This is an optimization exercise on Yosys and OpenROAD, whose aim is small area, not a production implementation. RTL that was checked went through simulation tests only; none was proved equivalent to the original. No activity file was given, so power comes from the tool's default toggle rates.

==> module button, before the edit <==
module button (input clk, input rst, input pin, output q);
    localparam [13:0] SEED      = 14'b10111010000111;
    localparam [13:0] LAST      = 14'b11111001101111;
    localparam [13:0] LAST_MASK = 14'b01110101111111;
    localparam [13:0] INV       = 14'b10101010101010;
    reg        s0_n, s1_n;
    wire       s0 = ~s0_n;
    reg        r_q;
    reg [13:0] r;
    wire [13:0] timer = r ^ INV;
    wire rising = s0 & s1_n;
    wire last   = ((timer & LAST_MASK) == (LAST & LAST_MASK));
    always @(posedge clk) s1_n <= s0_n;
    always @(posedge clk) begin
        if (rst) begin
            s0_n  <= 1'b1;
            r_q   <= 1'b0;
            r     <= INV;
        end else begin
            s0_n <= ~pin;
            r_q <= last & s0;
            if (rising)
                r <= SEED ^ INV;
            else if (last)
                r <= INV;
            else
                r <= {timer[12:0], timer[13] ^ timer[0]} ^ INV;
        end
    end
    assign q = r_q;
endmodule
==> module clock_div, before the edit <==
module clock_div (input clk, input rst, output clk_out, output tick);
    reg [2:0] j;
    always @(posedge clk) begin
        if (rst) j <= 3'b000;
        else     j <= {j[1:0], ~j[2]};
    end
    assign clk_out = j[2];
    assign tick    = j[1] & ~j[2];
endmodule
==> flow/config.mk <==
export PLATFORM = sky130hd
export DESIGN_NAME = main
export DESIGN_NICKNAME = main
export VERILOG_FILES = /design/flow/design.v
export SDC_FILE = /design/flow/constraint.sdc
export NUM_CORES = 4
export LEC_CHECK = 0
export CAP_MARGIN = 20
export CORE_MARGIN = 2
export CORE_UTILIZATION = 65
export CTS_BUF_LIST = sky130_fd_sc_hd__clkbuf_8
export CTS_CLUSTER_SIZE = 50
export SLEW_MARGIN = 20
==> flow/constraint.sdc <==
create_clock -name core_clock -period 10.0 [get_ports {CLK100MHZ}]
set_input_delay 2.0000 -clock core_clock [delete_from_list [all_inputs] [get_ports {CLK100MHZ}]]
set_output_delay 2.0000 -clock core_clock [all_outputs]
set_load 0.01 [all_outputs]
standard.sh (not shown) runs the stock make flow with config.mk's settings and CLKGATE_MAP_FILE= SYNTH_SCRIPT=/design/flow/synth_recipe.tcl, a recipe that flattens the netlist after the stock synthesis.
==> flow/flow/run.sh <==
#!/bin/bash
# Layout flow.
# 1. the standard synthesis (standard.sh synth).
# 2. Its combinational logic re-mapped for area by ABC with each script in
#    flow/abc/ (registers and tie cells kept: same instances, names and
#    cells); the smallest netlist that yosys proves equivalent to the
#    standard one is used (if none is, the standard netlist is kept).
# 3. the standard layout from the floorplan on (standard.sh finish), with
#    these settings passed to its steps: ports buffered with buf_1 rather than
#    clkdlybuf4s50_1; one tie cell shared by the constant outputs; and clock
#    tree synthesis with clkbuf_8 and without dummy loads.
# Each tool's output goes to a log file of its own in this folder.
set -uo pipefail
R=orfs/results/$FLOW_PLATFORM/main/base
bash standard.sh synth > 1_standard_synth.log 2>&1 || exit 1
cp $R/1_2_yosys.v synth_standard.v

for f in flow/abc/*.abc; do
    b=$(basename $f .abc)
    mkdir -p reabc_$b
    cp synth_standard.v reabc_$b/
    (cd reabc_$b && REABC_SCRIPT=$PWD/../$f yosys -c ../flow/reabc.tcl > ../2_reabc_$b.log 2>&1) &
    while (( $(jobs -rp | wc -l) >= ${NUM_CORES:-4} )); do sleep 1; done
done
wait
: > netlist_choice.log
for b in $(for d in reabc_*; do
               a=$(awk '/Chip area/ {print $NF}' $d/stat_after.txt 2>/dev/null)
               [ -n "$a" ] && [ -f $d/synth_reabc.v ] && echo "$a ${d#reabc_}"
           done | sort -g | awk '{print $2}'); do
    a=$(awk '/Chip area/ {print $NF}' reabc_$b/stat_after.txt)
    if (cd reabc_$b && yosys -c ../flow/eq.tcl > ../3_equiv_$b.log 2>&1); then
        cp reabc_$b/synth_reabc.v $R/1_2_yosys.v
        rm -f $R/1_synth.odb
        echo "re-mapped netlist from flow/abc/$b.abc used ($a um2)" >> netlist_choice.log
        break
    fi
    echo "flow/abc/$b.abc: not proven equivalent, skipped" >> netlist_choice.log
done
[ -s netlist_choice.log ] && grep -q used netlist_choice.log || echo "standard netlist used" >> netlist_choice.log

bash standard.sh \
    BUFFER_PORTS_ARGS="-inputs -outputs -buffer_cell sky130_fd_sc_hd__buf_1" \
    SKIP_REPAIR_TIE_FANOUT=1 \
    CTS_ARGS="-sink_clustering_enable -repair_clock_nets -sink_clustering_size 50 -buf_list sky130_fd_sc_hd__clkbuf_8 -dont_use_dummy_load" \
    finish > 4_standard_layout.log 2>&1
Other scripts of this flow, unchanged in this note and not shown: flow/flow/abc/a1.abc, flow/flow/abc/a2.abc, flow/flow/abc/a3.abc, flow/flow/abc/a4.abc, flow/flow/abc/a5.abc, flow/flow/abc/a6.abc, flow/flow/abc/a7.abc, flow/flow/eq.tcl, flow/flow/reabc.tcl
Then changed:
--- a/flow/design.v
+++ b/flow/design.v
@@ -1,10 +1,10 @@
 module button (input clk, input rst, input pin, output q);
-    localparam [13:0] SEED      = 14'b10111010000111;
-    localparam [13:0] LAST      = 14'b11111001101111;
-    localparam [13:0] LAST_MASK = 14'b01110101111111;
+    localparam [13:0] SEED      = 14'b00000000000001;
+    localparam [13:0] LAST      = 14'b01111111010000;
+    localparam [13:0] LAST_MASK = 14'b11011111111011;
     localparam [13:0] INV       = 14'b10101010101010;
     reg        s0_n, s1_n;
     wire       s0 = ~s0_n;
     reg        r_q;
     reg [13:0] r;
     wire [13:0] timer = r ^ INV;
@@ -26,20 +26,28 @@
             else
                 r <= {timer[12:0], timer[13] ^ timer[0]} ^ INV;
         end
     end
     assign q = r_q;
 endmodule
+`timescale 1ns / 1ps
 module clock_div (input clk, input rst, output clk_out, output tick);
-    reg [2:0] j;
+    reg j0, j1_n, j2;
     always @(posedge clk) begin
-        if (rst) j <= 3'b000;
-        else     j <= {j[1:0], ~j[2]};
-    end
-    assign clk_out = j[2];
-    assign tick    = j[1] & ~j[2];
+        if (rst) begin
+            j0   <= 1'b0;
+            j1_n <= 1'b1;
+            j2   <= 1'b0;
+        end else begin
+            j0   <= ~j2;
+            j1_n <= ~j0;
+            j2   <= ~j1_n;
+        end
+    end
+    assign clk_out = j2;
+    assign tick    = ~j1_n & ~j2;
 endmodule
 module pwm (
     input        i_clk,
     input        i_rst,
     input        i_en,
     input  [4:0] i_r,
Outcome: Final cell count rose by about 0.6%. First-iteration DRC count came out higher by about 25%. Hold slack hardly moves. Total power went down by about 2.2%. Die area decreases by about 0.5%. Clock skew hardly moves. Core utilization is higher by 0.10 points.

* * *

main, a different RTL version from the one above (not shown whole).
For scale: ~410 cells after synthesis, ~28 I/O pins, ~3600 um^2 of cells after synthesis.
==> module button, before the edit <==
module button (input clk, input rst, input pin, output q);
    localparam [13:0] SEED      = 14'b10111010000111;
    localparam [13:0] LAST      = 14'b11111001101111;
    localparam [13:0] LAST_MASK = 14'b01110101111111;
    localparam [13:0] INV       = 14'b10101010101010;
    reg        s0, s1;
    reg        r_q;
    reg [13:0] r;
    wire [13:0] timer = r ^ INV;
    wire rising = s0 & ~s1;
    wire last   = ((timer & LAST_MASK) == (LAST & LAST_MASK));
    always @(posedge clk) s1 <= s0;
    always @(posedge clk) begin
        if (rst) begin
            s0    <= 1'b0;
            r_q   <= 1'b0;
            r     <= INV;
        end else begin
            s0  <= pin;
            r_q <= last & s0;
            if (rising)
                r <= SEED ^ INV;
            else if (last)
                r <= INV;
            else
                r <= {timer[12:0], timer[13] ^ timer[0]} ^ INV;
        end
    end
    assign q = r_q;
endmodule
export LEC_CHECK = 0
export CAP_MARGIN = 20
export CORE_MARGIN = 2
export CORE_UTILIZATION = 40
export CTS_BUF_LIST = sky130_fd_sc_hd__clkbuf_8
export CTS_CLUSTER_SIZE = 50
export SLEW_MARGIN = 20
create_clock -name core_clock -period 10.0 [get_ports {CLK100MHZ}]
Scripts as last shown in full above: flow/flow/run.sh
Other scripts of this flow, unchanged in this note and not shown: flow/flow/abc/a1.abc, flow/flow/abc/a2.abc, flow/flow/abc/a3.abc, flow/flow/abc/a4.abc, flow/flow/abc/a5.abc, flow/flow/abc/a6.abc, flow/flow/abc/a7.abc, flow/flow/eq.tcl, flow/flow/reabc.tcl
Next try:
--- a/flow/design.v
+++ b/flow/design.v
@@ -2,11 +2,9 @@
     localparam [13:0] SEED      = 14'b10111010000111;
     localparam [13:0] LAST      = 14'b11111001101111;
     localparam [13:0] LAST_MASK = 14'b01110101111111;
-    localparam [13:0] INV       = 14'b10101010101010;
     reg        s0, s1;
     reg        r_q;
-    reg [13:0] r;
-    wire [13:0] timer = r ^ INV;
+    reg [13:0] timer;
     wire rising = s0 & ~s1;
     wire last   = ((timer & LAST_MASK) == (LAST & LAST_MASK));
     always @(posedge clk) s1 <= s0;
@@ -14,16 +12,16 @@
         if (rst) begin
             s0    <= 1'b0;
             r_q   <= 1'b0;
-            r     <= INV;
+            timer <= 14'd0;
         end else begin
             s0  <= pin;
             r_q <= last & s0;
             if (rising)
-                r <= SEED ^ INV;
+                timer <= SEED;
             else if (last)
-                r <= INV;
+                timer <= 14'd0;
             else
-                r <= {timer[12:0], timer[13] ^ timer[0]} ^ INV;
+                timer <= {timer[12:0], timer[13] ^ timer[0]};
         end
     end
     assign q = r_q;
Result: The changed run went through all stages and came out clean; count of clock-buffer cells in the layout does not change; cell count goes down slightly; sequential cell count stays the same; worst setup slack improves by 6.3 ps; clock power hardly moves; die area goes up slightly; power came out higher slightly.
Function not checked in the first run of this note: the RTL went through the layout flow alone.

* * *

the reference run:
Another version of the RTL of main (not shown whole).
Size: about 410 cells after synthesis, roughly 28 I/O pins, ~0.0036 sq mm of cells after synthesis.
==> module four_digit_display, before the edit <==
module four_digit_display (
    input        i_clk,
    input        i_rst,
    input  [4:0] i_lvl,
    output [7:0] o_cathode,
    output [3:0] o_anode
);
    localparam [10:0] RST_STATE  = 11'b10001010110;
    localparam [10:0] WRAP_STATE = 11'b01000110100;
    localparam [10:0] LAST       = 11'b11110011111;
    localparam [10:0] LAST_MASK  = 11'b11110101111;
    localparam [3:0] S_RESET = 4'd10, S_ONES = 4'd14, S_THOUSANDS = 4'd11;
    localparam [63:0]  ANODES   = {4'b1011, 4'b1110, 4'b1011, 4'b1011, 4'b0111, 4'b0000, 4'b1101, 4'b1101, 4'b1101, 4'b1101, 4'b1101, 4'b1101, 4'b1101, 4'b1101, 4'b1101, 4'b1101};
    localparam [111:0] CATHODES = {7'b0100100, 7'b1000000, 7'b1111001, 7'b1000000, 7'b1000000, 7'b1000000, 7'b0011000, 7'b0000000, 7'b1111000, 7'b0000010, 7'b0010010, 7'b0011001, 7'b0110000, 7'b0100100, 7'b1111001, 7'b1000000};
    localparam [31:0]  NEXT     = {2'd1, 2'd2, 2'd1, 2'd1, 2'd3, 2'd3, 2'd0, 2'd0, 2'd0, 2'd0, 2'd0, 2'd0, 2'd0, 2'd0, 2'd0, 2'd0};
    localparam [127:0] TENS     = {4'd9, 4'd9, 4'd9, 4'd9, 4'd9, 4'd9, 4'd5, 4'd4, 4'd3, 4'd2, 4'd1, 4'd0, 4'd9, 4'd8, 4'd7, 4'd6, 4'd5, 4'd4, 4'd3, 4'd2, 4'd1, 4'd0, 4'd9, 4'd8, 4'd7, 4'd6, 4'd5, 4'd4, 4'd3, 4'd2, 4'd1, 4'd0};
    localparam [127:0] HUNDREDS = {4'd15, 4'd15, 4'd15, 4'd15, 4'd15, 4'd15, 4'd15, 4'd15, 4'd15, 4'd15, 4'd15, 4'd15, 4'd13, 4'd13, 4'd13, 4'd13, 4'd13, 4'd13, 4'd13, 4'd13, 4'd13, 4'd13, 4'd12, 4'd12, 4'd12, 4'd12, 4'd12, 4'd12, 4'd12, 4'd12, 4'd12, 4'd12};
    reg [10:0] timer;
    reg [3:0]  state;
    wire step = ((timer & LAST_MASK) == (LAST & LAST_MASK));
    wire [1:0] next = NEXT[state * 2 +: 2];
    always @(posedge i_clk) begin
        if (i_rst) begin
            timer <= RST_STATE;
            state <= S_RESET;
        end else begin
            if (step) begin
                timer <= WRAP_STATE;
                case (next)
                    2'd0: state <= HUNDREDS[i_lvl * 4 +: 4];
                    2'd1: state <= S_THOUSANDS;
                    2'd2: state <= TENS[i_lvl * 4 +: 4];
                    2'd3: state <= S_ONES;
                endcase
            end else
                timer <= {timer[9:0], timer[10] ^ timer[8]};
        end
    end
    assign o_anode   = ANODES[state * 4 +: 4];
    assign o_cathode = {1'b1, CATHODES[state * 7 +: 7]};
endmodule
export LEC_CHECK = 0
export CAP_MARGIN = 20
export CORE_MARGIN = 2
export CORE_UTILIZATION = 40
export CTS_BUF_LIST = sky130_fd_sc_hd__clkbuf_8
export CTS_CLUSTER_SIZE = 50
export SLEW_MARGIN = 20
create_clock -name core_clock -period 10.0 [get_ports {CLK100MHZ}]
Scripts as last shown in full above: flow/flow/run.sh
Other scripts of this flow, unchanged in this note and not shown: flow/flow/abc/a1.abc, flow/flow/abc/a2.abc, flow/flow/abc/a3.abc, flow/flow/abc/a4.abc, flow/flow/abc/a5.abc, flow/flow/abc/a6.abc, flow/flow/abc/a7.abc, flow/flow/eq.tcl, flow/flow/reabc.tcl
The reference run went all the way through the flow, and no timing, DRC or antenna check failed.
#### Input delta (the trial run over the reference run)
==> flow/design.v, changed modules only <==
module four_digit_display (
    input        i_clk,
    input        i_rst,
    input  [4:0] i_lvl,
    output [7:0] o_cathode,
    output [3:0] o_anode
);
    localparam [9:0] START     = 10'b1110111110;
    localparam [9:0] LAST      = 10'b0110111111;
    localparam [9:0] LAST_MASK = 10'b0110111111;
    localparam [9:0] INV       = 10'b1010101010;
    localparam [3:0] S_RESET = 4'd10, S_ONES = 4'd14, S_THOUSANDS = 4'd11;
    localparam [63:0]  ANODES   = {4'b1011, 4'b1110, 4'b1011, 4'b1011, 4'b0111, 4'b0000, 4'b1101, 4'b1101, 4'b1101, 4'b1101, 4'b1101, 4'b1101, 4'b1101, 4'b1101, 4'b1101, 4'b1101};
    localparam [111:0] CATHODES = {7'b0100100, 7'b1000000, 7'b1111001, 7'b1000000, 7'b1000000, 7'b1000000, 7'b0011000, 7'b0000000, 7'b1111000, 7'b0000010, 7'b0010010, 7'b0011001, 7'b0110000, 7'b0100100, 7'b1111001, 7'b1000000};
    localparam [31:0]  NEXT     = {2'd1, 2'd2, 2'd1, 2'd1, 2'd3, 2'd3, 2'd0, 2'd0, 2'd0, 2'd0, 2'd0, 2'd0, 2'd0, 2'd0, 2'd0, 2'd0};
    localparam [127:0] TENS     = {4'd11, 4'd10, 4'd9, 4'd8, 4'd7, 4'd6, 4'd5, 4'd4, 4'd3, 4'd2, 4'd1, 4'd0, 4'd9, 4'd8, 4'd7, 4'd6, 4'd5, 4'd4, 4'd3, 4'd2, 4'd1, 4'd0, 4'd9, 4'd8, 4'd7, 4'd6, 4'd5, 4'd4, 4'd3, 4'd2, 4'd1, 4'd0};
    localparam [127:0] HUNDREDS = {4'd15, 4'd15, 4'd15, 4'd15, 4'd15, 4'd15, 4'd15, 4'd15, 4'd15, 4'd15, 4'd15, 4'd15, 4'd13, 4'd13, 4'd13, 4'd13, 4'd13, 4'd13, 4'd13, 4'd13, 4'd13, 4'd13, 4'd12, 4'd12, 4'd12, 4'd12, 4'd12, 4'd12, 4'd12, 4'd12, 4'd12, 4'd12};
    reg [9:0] r;
    wire [9:0] timer = r ^ INV;
    reg       half;
    reg [3:0] state;
    wire last = ((timer & LAST_MASK) == (LAST & LAST_MASK));
    wire step = last & ~half;
    always @(posedge i_clk) begin
        if (i_rst | last)
            r <= START ^ INV;
        else
            r <= {timer[8:0], ~(timer[9] ^ timer[6])} ^ INV;
        if (i_rst)
            half <= 1'b0;
        else if (last)
            half <= ~half;
    end
    wire [1:0] next = NEXT[state * 2 +: 2];
    always @(posedge i_clk) begin
        if (i_rst) begin
            state <= S_RESET;
        end else begin
            if (step) begin
                case (next)
                    2'd0: state <= HUNDREDS[i_lvl * 4 +: 4];
                    2'd1: state <= S_THOUSANDS;
                    2'd2: state <= TENS[i_lvl * 4 +: 4];
                    2'd3: state <= S_ONES;
                endcase
            end
        end
    end
    assign o_anode   = ANODES[state * 4 +: 4];
    assign o_cathode = {1'b1, CATHODES[state * 7 +: 7]};
endmodule
==> comparison <==
- Per the final summary, the trial run finished and its layout is clean on timing, DRC and antenna.
- In the reports for the trial run and the reference run, the larger sum of met2 wire segment lengths after detailed routing belongs to the reference run.
- Relative to the reference run, maximum clock frequency has increased by about 1.7% in the trial run.
- Going from the reference run to the trial run, the post-place instance area was found to have gone down by about 0.9%.
- The trial run against the reference run; multi-input gate count is down slightly.
- Changes observed in the trial run relative to the reference run: die footprint saw a decrease, post-layout total power picked up an extra 1.8%.
- Cmp the trial run and the reference run / via count / lower: the trial run

## static timing again, ports no longer ideal
The flow's constraints put no driver on any port. The routed layouts listed below were extracted and timed again, unchanged, in two steps.
Step 1 (the two cells are an assumption about what drives the block):
set clk [get_ports {CLK100MHZ}]
set_driving_cell -lib_cell sky130_fd_sc_hd__clkbuf_16 $clk
set_driving_cell -lib_cell sky130_fd_sc_hd__buf_2 [delete_from_list [all_inputs] $clk]
Step 2 moves the port delays by t, midway between the first and last clock arrival at a register: inputs arrive t later, outputs are due t later. That takes back most of the time a late clock gives input paths.
a / b / c = ideal ports / drivers / drivers and shift; a / b = the first two.
| run | shift t [ns] | setup WS [ns] | worst hold slack (ns) | worst setup path after step 2 | worst register clock-pin slew, ns |
|---|---|---|---|---|---|
| the first run of note 1 | 0.365 | 6.045 / 6.019 / 5.925 | 0.348 / 0.348 / 0.348 | input to register | 0.09 / 0.09 |
| the second run of note 1 | 0.371 | 6.180 / 6.153 / 6.525 | 0.349 / 0.349 / 0.349 | register to output | 0.08 / 0.08 |
| the first run of note 2 | 0.372 | 6.171 / 6.140 / 6.062 | 0.376 / 0.376 / 0.376 | input to register | 0.09 / 0.09 |
| the second run of note 2 | 0.365 | 6.178 / 6.149 / 6.234 | 0.362 / 0.362 / 0.362 | input to register | 0.10 / 0.10 |
| the reference run | 0.355 | 6.022 / 5.992 / 6.099 | 0.369 / 0.369 / 0.369 | input to register | 0.09 / 0.09 |
| the trial run | 0.369 | 6.089 / 6.060 / 6.108 | 0.367 / 0.367 / 0.367 | input to register | 0.09 / 0.09 |
After both steps setup and hold are still met in every run listed. The setup slack of the first run of note 1, which loses most, moves by -0.026 ns with the drivers and by -0.120 ns with both steps.
